This is an optimization exercise on Yosys and OpenROAD, whose aim is small area, not a production implementation. The RTL was checked by simulation tests, not by an equivalence proof against the original design. Power figures rest on the tool's default switching activity, not on a simulated workload.

==> inputs of wip/zinc <==
// Loto
module Loto (Clk, BPBack, BPReview, BPReset, BPTirage, A1, A2, A3, A4);
input Clk, BPBack, BPReview, BPReset, BPTirage;
output [6:0] A1;
output [6:0] A2;
output [6:0] A3;
output [6:0] A4;
reg [149:0] R0, R1, R2, RJ;   
reg [4:0] r;               
reg PrevTirage, PrevBack;
reg [6:0] S;               
reg [6:0] K;               
reg [6:0] D;               
reg [6:0] A;               
reg [6:0] TA;              
reg [6:0] TB;              
reg Busy, First, Pass2, FA, FB;
wire Fill = First & ~Busy;  
function [6:0] inc;
	input [6:0] x;
	inc = (x[4:0] == 5'd29) ? {x[6:5] + 2'd1, 5'd0} : {x[6:5], x[4:0] + 5'd1};
endfunction
function [6:0] dec;
	input [6:0] x;
	dec = (x[4:0] == 5'd0) ? {x[6:5] - 2'd1, 5'd29} : {x[6:5], x[4:0] - 5'd1};
endfunction
function [4:0] jpack;
	input [1:0] j0, j1, j2;
	jpack = ~j2[1] ? {j0, j1, j2[0]} : ~j1[1] ? {j0, 2'b11, j1[0]} : {2'b11, j0, 1'b0};
endfunction
function [5:0] junpack;
	input [4:0] c;
	junpack = (c[4:3] == 2'b11) ? {c[2:1], 2'd2, 2'd2} :
		(c[2:1] == 2'b11) ? {c[4:3], 1'b0, c[0], 2'd2} : {c[4:1], 1'b0, c[0]};
endfunction
wire EvTirage = BPTirage & ~PrevTirage & ~BPReset & ~BPReview & (K != 7'd0);
wire EvBack = BPBack & ~PrevBack & ~BPReset & BPReview;
wire [5:0] J = junpack(RJ[4:0]);
wire [6:0] H0 = {J[5:4], R0[4:0]};
wire [6:0] H1 = {J[3:2], R1[4:0]};
wire [6:0] H2 = {J[1:0], R2[4:0]};
wire HitAg = (A[4:0] == r);
wire HitDg = (D[4:0] == r);
wire [2:0] HitA = {HitAg & (A[6:5] == 2'd2), HitAg & (A[6:5] == 2'd1), HitAg & (A[6:5] == 2'd0)};
wire [2:0] HitD = {HitDg & (D[6:5] == 2'd2), HitDg & (D[6:5] == 2'd1), HitDg & (D[6:5] == 2'd0)};
wire [1:0] SelT = Busy ? A[6:5] : D[6:5];
  ...
clock: 15.0 ns
lec_check: 0
cap_margin: 20
core_margin: 2
core_utilization: 40
slew_margin: 20
standard.sh (not shown) runs the stock make flow with config.mk's settings and CLKGATE_MAP_FILE= SYNTH_SCRIPT=/design/flow/synth_recipe.tcl, a recipe that flattens the netlist after the stock synthesis.
==> flow/flow/run.sh <==
#!/bin/bash
# The standard layout (standard.sh), with changes that save cell area:
# - after the standard synthesis, the combinational logic of its netlist is
#   re-mapped by Yosys/ABC with an area-oriented script (flow/reopt.ys); the
#   flip-flops are kept exactly as the standard synthesis made them;
# - after placement resizing, the resizer's power recovery downsizes gates that
#   have timing slack to spare, then repair_design fixes slew and capacitance
#   again (flow/post_resize.tcl);
# - ports get the smallest buffer;
# - clock tree synthesis uses clkbuf_4/clkbuf_8, sink clusters of up to 20
#   and no dummy loads.
# Each tool's full output goes to a log file in this folder.
set -euo pipefail
export POST_RESIZE_TCL="$PWD/flow/post_resize.tcl"
export BUFFER_PORTS_ARGS="-buffer_cell sky130_fd_sc_hd__buf_1"
export CTS_ARGS="-sink_clustering_enable -repair_clock_nets -dont_use_dummy_load -buf_list {sky130_fd_sc_hd__clkbuf_4 sky130_fd_sc_hd__clkbuf_8} -sink_clustering_size 20 -sink_clustering_max_diameter 60"

R="$PWD/orfs/results/$FLOW_PLATFORM/Loto/base"
bash standard.sh synth > standard_synth.log 2>&1
cp "$R/1_2_yosys.v" "$PWD/standard_1_2_yosys.v"

LIB="$FLOW_HOME/platforms/$FLOW_PLATFORM/lib/sky130_fd_sc_hd__tt_025C_1v80.lib"
DONT_USE=$(grep -o 'cell *( *"\?sky130_fd_sc_hd__\(lpflow_[a-z0-9_]*\|probec\?_p_8\)' "$LIB" \
  | sed 's/.*\(sky130_fd_sc_hd__[a-z0-9_]*\)/-dont_use \1/' | sort -u | tr '\n' ' ')
sed -e "s|{LIB}|$LIB|g" -e "s|{DONT_USE}|$DONT_USE|" -e "s|{NETLIST}|$R/1_2_yosys.v|g" \
  -e "s|{TOP}|$FLOW_TOP|" flow/reopt.ys > reopt_run.ys
yosys -s reopt_run.ys > yosys_reopt.log 2>&1
rm -f "$R/1_synth.odb" "$R/1_synth.sdc"

bash standard.sh > standard.log 2>&1
Other scripts of this flow, unchanged in this note and not shown: flow/flow/post_resize.tcl, flow/flow/reopt.ys
==> inputs of wip/indigo, as changes to wip/zinc <==
- CORE_UTILIZATION: 40 -> 55
==> inputs of wip/quartz, as changes to wip/zinc <==
--- a/flow/flow/run.sh
+++ b/flow/flow/run.sh
@@ -15,3 +15,3 @@
 export BUFFER_PORTS_ARGS="-buffer_cell sky130_fd_sc_hd__buf_1"
-export CTS_ARGS="-sink_clustering_enable -repair_clock_nets -dont_use_dummy_load -buf_list {sky130_fd_sc_hd__clkbuf_4 sky130_fd_sc_hd__clkbuf_8} -sink_clustering_size 20 -sink_clustering_max_diameter 60"
+export CTS_ARGS="-sink_clustering_enable -repair_clock_nets -dont_use_dummy_load -buf_list {sky130_fd_sc_hd__clkbuf_8 sky130_fd_sc_hd__clkbuf_16} -sink_clustering_size 20 -sink_clustering_max_diameter 60"
 
==> comparison <==
The highest fmax belongs to wip/indigo, the lowest to wip/zinc. The highest first-iteration DRC count belongs to wip/indigo, the lowest to wip/zinc. Against wip/indigo, the die area of wip/quartz is higher by about 37%. In non-clock buffer count, wip/zinc and wip/quartz do not differ. In critical path depth, wip/quartz and wip/zinc do not differ. Synthesized cell count is the same in wip/indigo and wip/zinc. In combinational power, wip/zinc and wip/quartz hardly differ. The highest design area belongs to wip/quartz, the lowest to wip/indigo. Via count, highest first: wip/quartz, wip/indigo, wip/zinc. Between wip/zinc and wip/indigo, the lower hold slack is in wip/zinc (gap 7.0 ps). In sequential power, wip/indigo and wip/zinc hardly differ.

[afterwards: timing with drivers on the ports]
How much do the figures lean on ideal ports? The routed layouts below were timed once more, with nothing changed but the port constraints. Step 1 assumes that a clkbuf_16 drives the clock port and a buf_2 every other input. Step 2 adds t to the input delays and takes it off the output delays; t is the mean of the earliest and latest rising clock arrival at the registers after step 1. Input paths then give back, and output paths get back, about the clock's delay inside the block. Three values: no drivers, after step 1, after step 2; two values: the first two.
run | shift t [ns] | setup WS [ns] | worst register clock-pin slew, ns | worst slew at a driven data input, ns | cell pins on the clock port's net
wip/zinc | 0.600 | 9.003 / 8.959 / 9.288 | 0.11 / 0.11 | 0.03 | 1
wip/indigo | 0.590 | 9.117 / 9.069 / 9.315 | 0.12 / 0.12 | 0.03 | 1
wip/quartz | 0.579 | 9.013 / 8.960 / 9.298 | 0.08 / 0.08 | 0.03 | 1
After both steps every run listed still meets setup and hold.
